What follows belongs to an exercise in optimizing a design on an open flow for small area; a production flow would make more cautious choices. Function was checked by simulation only, so behaviour that the tests miss may differ from the original. The clock port is modelled as an ideal driver, which makes a skipped or thinned clock tree look cheaper than it is; a real chip needs a root buffer or a tree. Power figures rest on the tool's default switching activity, not on a simulated workload.

// super_mario_music
module super_mario_music (
    input wire clk_1MHz,  
    input wire rst,
    output reg piezo      
);
    reg [6:0]  a;         
    reg [4:0]  p;         
    reg [4:0]  cnt;       
    reg [13:0] b;         
    reg [13:0] t0;        
    reg [15:0] tc;        
    wire [8:0] u_o;
    smm_u u_rom (.i(a), .o(u_o));
    wire [3:0] tcode = u_o[3:0];
    wire [3:0] dv    = u_o[7:4];
    wire       last  = u_o[8];
    wire [6:0] nstart;
    smm_p p_rom (.i(p), .o(nstart));
    wire [5:0] t_o;
    smm_t t_rom (.i({piezo, tcode, cnt}), .o(t_o));
    wire [6:0] dl;
    smm_d d_rom (.i(t0[12:5]), .o(dl));
    function [13:0] add14_4(input [13:0] x, input [3:0] y);
        integer i; reg c;
        begin
            c = 1'b0;
            for (i = 0; i < 14; i = i + 1) begin
                add14_4[i] = x[i] ^ (i < 4 ? y[i] : 1'b0) ^ c;
                c = (x[i] & (i < 4 ? y[i] : 1'b0)) | (c & (x[i] ^ (i < 4 ? y[i] : 1'b0)));
            end
        end
    endfunction
    function gt14(input [13:0] x, input [13:0] y);  
        integer i; reg g;
        begin
            g = 1'b0;
            for (i = 0; i < 14; i = i + 1)
                g = (x[i] & ~y[i]) | (~(x[i] ^ y[i]) & g);
            gt14 = g;
        end
    endfunction
    function [13:0] sub14_7(input [13:0] x, input [6:0] y);
        integer i; reg bw; reg yi;
        begin
            bw = 1'b0;
            for (i = 0; i < 14; i = i + 1) begin
                yi = (i < 7) ? y[i] : 1'b0;
                sub14_7[i] = x[i] ^ yi ^ bw;
                bw = (~x[i] & yi) | (bw & ~(x[i] ^ yi));
            end
        end
    endfunction
  ...
export LEC_CHECK = 0
export ABC_AREA = 1
export CAP_MARGIN = 20
export CORE_MARGIN = 2
export CORE_UTILIZATION = 40
export SLEW_MARGIN = 20
export SYNTH_MEMORY_MAX_BITS = 65536
create_clock -name core_clock -period 125.0 [get_ports {clk_1MHz}]
standard.sh (not shown) runs the stock make flow with config.mk's settings and CLKGATE_MAP_FILE= SYNTH_SCRIPT=/design/flow/synth_recipe.tcl, a recipe that flattens the netlist after the stock synthesis.
==> flow/flow/run.sh <==
#!/bin/bash
# standard layout, full log kept in the work folder
bash standard.sh > standard.log 2>&1
Rerun with:
==> flow/flow/run.sh (replaced) <==
#!/bin/bash
# Standard ORFS layout with one extra step: before floorplanning, every
# combinational cell is swapped to its smallest drive strength (the clock
# period is long, so the upsizing done during synthesis buys nothing).
# Each tool's full output goes to standard.log in this folder.
set -uo pipefail
export PRE_FLOORPLAN_TCL=$PWD/flow/downsize.tcl
bash standard.sh > standard.log 2>&1
==> flow/flow/downsize.tcl (new file) <==
# Swap each combinational cell to the smallest-area variant of the same function
# (same base name, different drive strength). Registers keep their cell type.
set db [ord::get_db]
set block [ord::get_db_block]
set dont_use {}
if {[info exists ::env(DONT_USE_CELLS)]} { set dont_use $::env(DONT_USE_CELLS) }
array set best {}
foreach lib [$db getLibs] {
  foreach m [$lib getMasters] {
    set n [$m getName]
    if {![regexp {^(sky130_fd_sc_hd__[a-z0-9]+)_([0-9]+)$} $n -> base drv]} { continue }
    set skip 0
    foreach pat $dont_use { if {[string match $pat $n]} { set skip 1 } }
    if {$skip} { continue }
    set a [expr {[$m getWidth] * [$m getHeight]}]
    if {![info exists best($base)] || $a < [lindex $best($base) 1]} { set best($base) [list $m $a] }
  }
}
set nswap 0
foreach inst [$block getInsts] {
  set m [$inst getMaster]
  set n [$m getName]
  if {![regexp {^(sky130_fd_sc_hd__[a-z0-9]+)_([0-9]+)$} $n -> base drv]} { continue }
  if {[regexp {^sky130_fd_sc_hd__(df|sdf|edf|dl|tap|fill|decap|conb|lpflow)} $n]} { continue }
  if {![info exists best($base)]} { continue }
  set bm [lindex $best($base) 0]
  set ba [lindex $best($base) 1]
  set a [expr {[$m getWidth] * [$m getHeight]}]
  if {$ba < $a} {
    $inst swapMaster $bm
    incr nswap
  }
}
puts "downsize: swapped $nswap instances"
Settings changed: CORE_UTILIZATION 40 to 70, CTS_BUF_LIST from default to sky130_fd_sc_hd__clkbuf_8, CTS_CLUSTER_DIAMETER from default to 500, CTS_CLUSTER_SIZE from default to 100.
Die area fell by 44%.
Total power goes down by 26%.
Hold slack barely changes.
Global-route usage rose by 16 points.
Routed wire length went up by 5.0%.
Worst setup slack degrades by 0.021 ns.
Clock skew is higher by 0.0045 ns.
Final area decreases by 8.1%.
Final cell count fell by 10%.
Rerun with:
--- a/flow/flow/run.sh
+++ b/flow/flow/run.sh
@@ -7,0 +8 @@
+export CTS_ARGS="-buf_list sky130_fd_sc_hd__clkbuf_8 -dont_use_dummy_load -repair_clock_nets"
Effect: The new run ran to the end with no violations; wire length shrinks by 0.61%; final cell count went down by 0.92%; cell area fell by 1.1%; worst hold slack loses 0.0054 ns; die area is unchanged; utilization drops by 0.80 points; non-clock buffer count is unchanged; count of clock-buffer cells in the layout goes down by 2; via count barely changes.

super_mario_music, a different RTL version from the one above (not shown whole).
For scale: about 3 I/O pins, ~3800 um2 of cells after synthesis.
==> flow/config.mk <==
export PLATFORM = sky130hd
export DESIGN_NAME = super_mario_music
export DESIGN_NICKNAME = super_mario_music
export VERILOG_FILES = /design/flow/design.v
export SDC_FILE = /design/flow/constraint.sdc
export NUM_CORES = 4
export LEC_CHECK = 0
export ABC_AREA = 1
export CAP_MARGIN = 20
export CORE_MARGIN = 2
export CORE_UTILIZATION = 70
export SLEW_MARGIN = 20
export SYNTH_MEMORY_MAX_BITS = 65536
==> flow/constraint.sdc <==
create_clock -name core_clock -period 125.0 [get_ports {clk_1MHz}]
set_input_delay 25.0000 -clock core_clock [delete_from_list [all_inputs] [get_ports {clk_1MHz}]]
set_output_delay 25.0000 -clock core_clock [all_outputs]
set_load 0.01 [all_outputs]
==> flow/flow/run.sh <==
#!/bin/bash
# The standard layout (standard.sh) with two extra steps:
#  * after synthesis, restructure.tcl re-maps the combinational logic of
#    1_synth.odb for area with OpenROAD's restructure (ABC) on the platform
#    liberty less its don't-use cells, and swaps every combinational cell to its
#    smallest drive strength (the clock period is long; synthesis's upsizing buys
#    nothing); registers are untouched;
#  * after CTS (ORFS POST_CTS hook), cts_single.tcl replaces the clock tree by
#    four clock buffers, each driving the registers of one area of the die, so
#    every register gets its clock through one buffer and all see the same clock
#    arrival; the port buffers become the smallest plain buffer.
# Each tool's full output goes to a log of its own in this folder.
set -uo pipefail
bash standard.sh synth > synth.log 2>&1 || exit 1
mkdir -p rmp_work
RMP_RESULTS=$PWD/orfs/results/$FLOW_PLATFORM/super_mario_music/base \
RMP_LIB=$FLOW_HOME/platforms/$FLOW_PLATFORM/lib/sky130_fd_sc_hd__tt_025C_1v80.lib \
RMP_WORK=$PWD/rmp_work \
  openroad -no_init -exit flow/restructure.tcl > restructure.log 2>&1 || exit 1
export POST_CTS_TCL=$PWD/flow/cts_single.tcl
export FLOW_CLOCK_PORT=clk_1MHz
export FLOW_CLOCK_BUF=sky130_fd_sc_hd__clkbuf_8
export FLOW_CLOCK_GROUPS=4
export CTS_ARGS="-buf_list sky130_fd_sc_hd__clkbuf_8 -dont_use_dummy_load -repair_clock_nets"
bash standard.sh > standard.log 2>&1
==> flow/flow/cts_single.tcl <==
# Replace the clock tree that CTS built with one clock buffer that drives every
# register clock pin directly (all registers see the same clock arrival).
set db [ord::get_db]
set block [ord::get_db_block]
set clk_bterm [$block findBTerm $::env(FLOW_CLOCK_PORT)]
set root_net [$clk_bterm getNet]
set ::cs_sinks {}
set ::cs_old_insts {}
set ::cs_old_nets {}
proc collect_sinks {net} {

  foreach it [$net getITerms] {
    if {![$it isInputSignal] && [$it getIoType] ne "INPUT"} { continue }
    set inst [$it getInst]
    set mname [[$inst getMaster] getName]
    if {[string match "sky130_fd_sc_hd__clkbuf_*" $mname] || [string match "sky130_fd_sc_hd__clkinv*" $mname] || [string match "sky130_fd_sc_hd__bufinv*" $mname]} {
      lappend ::cs_old_insts $inst
      foreach ot [$inst getITerms] {
        if {[$ot isOutputSignal]} {
          set on [$ot getNet]
          if {$on ne "NULL" && $on ne ""} { lappend ::cs_old_nets $on; collect_sinks $on }
        }
      }
    } else {
      lappend ::cs_sinks $it
    }
  }
}
collect_sinks $root_net
puts "cts_single: [llength $::cs_sinks] sinks, removing [llength $::cs_old_insts] clock cells"
set master [$db findMaster $::env(FLOW_CLOCK_BUF)]
set ngroups $::env(FLOW_CLOCK_GROUPS)
# sink positions
set pts {}
foreach it $::cs_sinks {
  set bb [[$it getInst] getBBox]
  lappend pts [list [expr {([$bb xMin] + [$bb xMax]) / 2.0}] [expr {([$bb yMin] + [$bb yMax]) / 2.0}]]
  $it disconnect
}
foreach inst $::cs_old_insts { odb::dbInst_destroy $inst }
foreach n $::cs_old_nets { if {[llength [$n getITerms]] == 0} { odb::dbNet_destroy $n } }
# k-means on sink positions, seeded by sorting on x then y
set n [llength $pts]
set order [lsort -real -index 0 $pts]
set cents {}
for {set g 0} {$g < $ngroups} {incr g} {
  lappend cents [lindex $order [expr {int(($g + 0.5) * $n / $ngroups)}]]
}
for {set iter 0} {$iter < 50} {incr iter} {
  set asg {}
  foreach p $pts {
    set bd 1e18; set bg 0
    for {set g 0} {$g < $ngroups} {incr g} {
      set c [lindex $cents $g]
      set d [expr {abs([lindex $p 0] - [lindex $c 0]) + abs([lindex $p 1] - [lindex $c 1])}]
      if {$d < $bd} { set bd $d; set bg $g }
    }
    lappend asg $bg
  }
  set newc {}
  for {set g 0} {$g < $ngroups} {incr g} {
    set sx 0.0; set sy 0.0; set k 0
    foreach p $pts a $asg { if {$a == $g} { set sx [expr {$sx + [lindex $p 0]}]; set sy [expr {$sy + [lindex $p 1]}]; incr k } }
    if {$k > 0} { lappend newc [list [expr {$sx / $k}] [expr {$sy / $k}]] } else { lappend newc [lindex $cents $g] }
  }
  set cents $newc
}
for {set g 0} {$g < $ngroups} {incr g} {
  set buf [odb::dbInst_create $block $master "clkbuf_root_$g"]
  set net [odb::dbNet_create $block "clknet_root_$g"]
  $net setSigType CLOCK
  foreach it [$buf getITerms] {
    set mt [$it getMTerm]
    if {[$mt getName] eq "A"} { $it connect $root_net }
    if {[$mt getName] eq "X"} { $it connect $net }
  }
  set k 0
  foreach it $::cs_sinks a $asg { if {$a == $g} { $it connect $net; incr k } }
  set c [lindex $cents $g]
  $buf setLocation [expr {int([lindex $c 0])}] [expr {int([lindex $c 1])}]
  $buf setPlacementStatus PLACED
  puts "cts_single: buffer $g drives $k registers"
}
# port buffers: use the smallest plain buffer
set b1 [$db findMaster sky130_fd_sc_hd__buf_1]
foreach inst [$block getInsts] {
  if {[regexp {^(input|output)[0-9]+$} [$inst getName]] && [[$inst getMaster] getName] ne "sky130_fd_sc_hd__buf_1"} {
    puts "cts_single: port buffer [$inst getName] [[$inst getMaster] getName] -> sky130_fd_sc_hd__buf_1"
    $inst swapMaster $b1
  }
}
detailed_placement
check_placement -verbose
estimate_parasitics -placement
report_clock_skew
Other scripts of this flow, unchanged in this note and not shown: flow/flow/downsize.tcl, flow/flow/libfilter.py, flow/flow/restructure.tcl
The starting point produced a clean layout.
Then changed:
--- a/flow/flow/run.sh
+++ b/flow/flow/run.sh
@@ -8,3 +8,3 @@
 #  * after CTS (ORFS POST_CTS hook), cts_single.tcl replaces the clock tree by
-#    four clock buffers, each driving the registers of one area of the die, so
+#    three clock buffers, each driving the registers of one area of the die, so
 #    every register gets its clock through one buffer and all see the same clock
@@ -21,4 +21,4 @@
 export FLOW_CLOCK_PORT=clk_1MHz
-export FLOW_CLOCK_BUF=sky130_fd_sc_hd__clkbuf_8
-export FLOW_CLOCK_GROUPS=4
+export FLOW_CLOCK_BUF=sky130_fd_sc_hd__clkbuf_16
+export FLOW_CLOCK_GROUPS=3
 export CTS_ARGS="-buf_list sky130_fd_sc_hd__clkbuf_8 -dont_use_dummy_load -repair_clock_nets"
Settings changed: CORE_UTILIZATION 70 to 85.
What happened: Now the flow never finished: it broke off in global placement without I/O (GPL-0301). Synthesized cell count is unchanged. Synthesized area does not change.
Then changed:
--- a/flow/flow/run.sh
+++ b/flow/flow/run.sh
@@ -21,4 +21,4 @@
 export FLOW_CLOCK_PORT=clk_1MHz
-export FLOW_CLOCK_BUF=sky130_fd_sc_hd__clkbuf_16
-export FLOW_CLOCK_GROUPS=3
+export FLOW_CLOCK_BUF=sky130_fd_sc_hd__clkbuf_8
+export FLOW_CLOCK_GROUPS=4
 export CTS_ARGS="-buf_list sky130_fd_sc_hd__clkbuf_8 -dont_use_dummy_load -repair_clock_nets"
Settings changed: CORE_UTILIZATION 85 to 78.
Outcome: The changed run completed without violations. Area after synthesis is unchanged. Synthesized cell count stays the same.
Then changed:
--- a/flow/flow/run.sh
+++ b/flow/flow/run.sh
@@ -21,4 +21,4 @@
 export FLOW_CLOCK_PORT=clk_1MHz
-export FLOW_CLOCK_BUF=sky130_fd_sc_hd__clkbuf_8
-export FLOW_CLOCK_GROUPS=4
+export FLOW_CLOCK_BUF=sky130_fd_sc_hd__clkbuf_16
+export FLOW_CLOCK_GROUPS=3
 export CTS_ARGS="-buf_list sky130_fd_sc_hd__clkbuf_8 -dont_use_dummy_load -repair_clock_nets"
Settings changed: CORE_UTILIZATION 78 to 70.
Effect: Flip-flop and latch count is unchanged. Fmax is about the same. Global-route usage drops by 5.2 points. Synthesized area does not change. Cell area climbs by about 1%. Setup slack loses 0.0090 ns. Total power climbs by about 5.4%.
Then changed:
--- a/flow/flow/run.sh
+++ b/flow/flow/run.sh
@@ -8,3 +8,3 @@
 #  * after CTS (ORFS POST_CTS hook), cts_single.tcl replaces the clock tree by
-#    three clock buffers, each driving the registers of one area of the die, so
+#    four clock buffers, each driving the registers of one area of the die, so
 #    every register gets its clock through one buffer and all see the same clock
@@ -22,3 +22,3 @@
 export FLOW_CLOCK_BUF=sky130_fd_sc_hd__clkbuf_16
-export FLOW_CLOCK_GROUPS=3
+export FLOW_CLOCK_GROUPS=4
 export CTS_ARGS="-buf_list sky130_fd_sc_hd__clkbuf_8 -dont_use_dummy_load -repair_clock_nets"
Sequential power stays flat.
Sequential share of layout area went down by 0.24 points.
Global-route usage goes up by 0.33 points.
Cell area rose by 0.63%.
Setup slack gets better by 0.0042 ns.
Total power rises by 4.7%.
Wire length came out lower by 0.80%.
Core utilization came out higher by 0.48 points.
Cell count barely changes.
Area after synthesis is unchanged.
In the first, third, fourth and fifth runs of this note the design's own scripts or RTL, not TritonCTS, make the clock network.

Starting RTL as in the previous note.
Settings: LEC_CHECK=0, ABC_AREA=1, CAP_MARGIN=20, CORE_MARGIN=2, CORE_UTILIZATION=70, SLEW_MARGIN=20, SYNTH_MEMORY_MAX_BITS=65536; clock period 125.0 ns.
==> flow/flow/run.sh <==
#!/bin/bash
# The standard layout (standard.sh) with two extra steps:
#  * after synthesis, restructure.tcl re-maps the combinational logic of
#    1_synth.odb for area with OpenROAD's restructure (ABC) on the platform
#    liberty less its don't-use cells, and swaps every combinational cell to its
#    smallest drive strength (the clock period is long; synthesis's upsizing buys
#    nothing); registers are untouched;
#  * after CTS (ORFS POST_CTS hook), cts_single.tcl replaces the clock tree by
#    three clock buffers, each driving the registers of one area of the die, so
#    every register gets its clock through one buffer and all see the same clock
#    arrival; the port buffers become the smallest plain buffer.
# Each tool's full output goes to a log of its own in this folder.
set -uo pipefail
bash standard.sh synth > synth.log 2>&1 || exit 1
mkdir -p rmp_work
RMP_RESULTS=$PWD/orfs/results/$FLOW_PLATFORM/super_mario_music/base \
RMP_LIB=$FLOW_HOME/platforms/$FLOW_PLATFORM/lib/sky130_fd_sc_hd__tt_025C_1v80.lib \
RMP_WORK=$PWD/rmp_work RMP_FANOUT=9 \
  openroad -no_init -exit flow/restructure.tcl > restructure.log 2>&1 || exit 1
export POST_CTS_TCL=$PWD/flow/cts_single.tcl
export FLOW_CLOCK_PORT=clk_1MHz
export FLOW_CLOCK_BUF=sky130_fd_sc_hd__clkbuf_16
export FLOW_CLOCK_GROUPS=3
export CTS_ARGS="-buf_list sky130_fd_sc_hd__clkbuf_8 -dont_use_dummy_load -repair_clock_nets"
bash standard.sh > standard.log 2>&1
==> flow/flow/fanout_size.tcl <==
# Give the drivers of nets with many loads the next drive strength (x2), so that
# placement's slew repair need not add buffers for them.
set db [ord::get_db]
set block [ord::get_db_block]
set nup 0
foreach net [$block getNets] {
  set loads 0; set drv ""
  foreach it [$net getITerms] {
    if {[$it isOutputSignal]} { set drv $it } elseif {[$it isInputSignal]} { incr loads }
  }
  if {$drv eq "" || $loads < $::env(RMP_FANOUT)} { continue }
  set inst [$drv getInst]
  set n [[$inst getMaster] getName]
  if {[regexp {^sky130_fd_sc_hd__(df|sdf|edf|dl|conb)} $n]} { continue }
  if {![regexp {^(sky130_fd_sc_hd__[a-z0-9]+)_([0-9]+)$} $n -> base drv_s]} { continue }
  if {$drv_s >= 2} { continue }
  set m2 [$db findMaster ${base}_2]
  if {$m2 eq "NULL" || $m2 eq ""} { continue }
  $inst swapMaster $m2
  incr nup
}
puts "fanout_size: upsized $nup drivers"
==> flow/flow/restructure.tcl <==
# Run between the standard flow's synthesis and the rest of its flow, in a fresh OpenROAD:
# re-map the combinational logic of 1_synth.odb for area with restructure (ABC),
# on the platform liberty less its don't-use cells, then swap every combinational
# cell to its smallest drive strength. Registers are not touched.
set res $::env(RMP_RESULTS)
set lib $::env(RMP_LIB)
set work $::env(RMP_WORK)
read_db $res/1_synth.odb
read_liberty $lib
read_sdc $res/1_synth.sdc
source $::env(FLOW_HOME)/platforms/$::env(FLOW_PLATFORM)/setRC.tcl
set ::env(DONT_USE_CELLS) "sky130_fd_sc_hd__lpflow_* sky130_fd_sc_hd__probe_p_8 sky130_fd_sc_hd__probec_p_8"
exec python3 [file join [file dirname [info script]] libfilter.py] $lib $work/area.lib {*}$::env(DONT_USE_CELLS)
set_dont_use $::env(DONT_USE_CELLS)
puts "restructure: design area before"
report_design_area
restructure -target area -liberty_file $work/area.lib \
  -tielo_port sky130_fd_sc_hd__conb_1/LO -tiehi_port sky130_fd_sc_hd__conb_1/HI \
  -work_dir $work
puts "restructure: design area after"
report_design_area
source [file join [file dirname [info script]] downsize.tcl]
source [file join [file dirname [info script]] fanout_size.tcl]
report_design_area
write_db $res/1_synth.odb
Scripts as last shown in full above: flow/flow/cts_single.tcl
Other scripts of this flow, unchanged in this note and not shown: flow/flow/downsize.tcl, flow/flow/libfilter.py
Rerun with:
--- a/flow/flow/run.sh
+++ b/flow/flow/run.sh
@@ -17,3 +17,3 @@
 RMP_LIB=$FLOW_HOME/platforms/$FLOW_PLATFORM/lib/sky130_fd_sc_hd__tt_025C_1v80.lib \
-RMP_WORK=$PWD/rmp_work RMP_FANOUT=9 \
+RMP_WORK=$PWD/rmp_work \
   openroad -no_init -exit flow/restructure.tcl > restructure.log 2>&1 || exit 1
--- a/flow/flow/restructure.tcl
+++ b/flow/flow/restructure.tcl
@@ -22,3 +22,2 @@
 source [file join [file dirname [info script]] downsize.tcl]
-source [file join [file dirname [info script]] fanout_size.tcl]
 report_design_area
- CORE_UTILIZATION: 70 -> 78
removed: flow/flow/fanout_size.tcl
- final cell count drops by 2.2%
- first-iteration DRC count is higher by 3.1%
- combinational power rose by about 3%
- sequential power is about the same
- worst setup slack degrades by 3.6 ps
- synthesized cell count stays the same
- global-route usage went up by 3.1 points
- power decreases by 0.67%
- synthesized area shrinks by 0.72%
- worst hold slack gets better by 30 ps
Rerun with:
- CAP_MARGIN: 20 -> 0
- CORE_UTILIZATION: 78 -> 70
- SLEW_MARGIN: 20 -> 0
Outcome:
- core utilization drops by 7.5 points
- final area climbs by 0.51%
- global-route usage falls by 6.0 points
- total power stays flat
- via count is lower by 4.2%
- routed wire length came out lower by 6.2%
- worst hold slack stays flat
- area after synthesis is unchanged
Rerun with:
--- a/flow/flow/run.sh
+++ b/flow/flow/run.sh
@@ -8,3 +8,3 @@
 #  * after CTS (ORFS POST_CTS hook), cts_single.tcl replaces the clock tree by
-#    three clock buffers, each driving the registers of one area of the die, so
+#    four clock buffers, each driving the registers of one area of the die, so
 #    every register gets its clock through one buffer and all see the same clock
- CAP_MARGIN: 0 -> 20
- SLEW_MARGIN: 0 -> 20
What happened: Area after synthesis stays the same. Via count stays the same. Fmax does not change. Combinational power barely changes. Critical path depth does not change. Sequential power hardly moves. Register-to-register slack stays flat. Total power stays the same. Final cell count is unchanged. Die area does not change.
In every run of this note, the design's own scripts or RTL, not TritonCTS, make the clock network.

## static timing again, ports no longer ideal
In the flow no input, the clock included, has a driving cell. The finished layouts below were timed again as built, in two steps. Step 1, drivers: a clkbuf_16 drives clk_1MHz and a buf_2 each remaining input, both assumed. Step 2, shift: input delay + t, output delay - t, t = (earliest + latest rising clock arrival at the registers) / 2. This alone moves slack from input paths to output paths. a / b / c = ideal / step 1 / step 2; a / b = the first two.
run	shift t [ns]	setup WS [ns]	worst hold slack (ns)	worst register clock-pin slew, ns	worst slew at a driven data input, ns
the first run of note 1	0.366	98.778 / 98.740 / 98.934	0.376 / 0.376 / 0.376	0.06 / 0.06	0.03
the second run of note 1	0.368	98.757 / 98.727 / 98.936	0.378 / 0.378 / 0.378	0.07 / 0.07	0.03
the third run of note 1	0.359	98.770 / 98.737 / 98.936	0.373 / 0.373 / 0.373	0.07 / 0.07	0.03
the first run of note 2	0.204	99.285 / 99.228 / 99.292	0.372 / 0.372 / 0.372	0.11 / 0.11	0.03
the third run of note 2	0.210	99.324 / 99.265 / 99.310	0.392 / 0.392 / 0.392	0.12 / 0.12	0.03
the fourth run of note 2	0.205	99.315 / 99.251 / 99.305	0.385 / 0.385 / 0.385	0.09 / 0.09	0.03
the fifth run of note 2	0.201	99.319 / 99.248 / 99.305	0.379 / 0.379 / 0.379	0.08 / 0.08	0.03
the first run of note 3	0.206	99.313 / 99.250 / 99.390	0.355 / 0.355 / 0.355	0.09 / 0.09	0.03
the second run of note 3	0.202	99.309 / 99.248 / 99.324	0.385 / 0.385 / 0.385	0.09 / 0.09	0.03
the third run of note 3	0.205	99.315 / 99.251 / 99.305	0.385 / 0.385 / 0.385	0.09 / 0.09	0.03
the fourth run of note 3	0.205	99.315 / 99.251 / 99.305	0.385 / 0.385 / 0.385	0.09 / 0.09	0.03
After both steps every run listed still meets setup and hold. The worst setup slack also covers recovery checks on asynchronous resets.
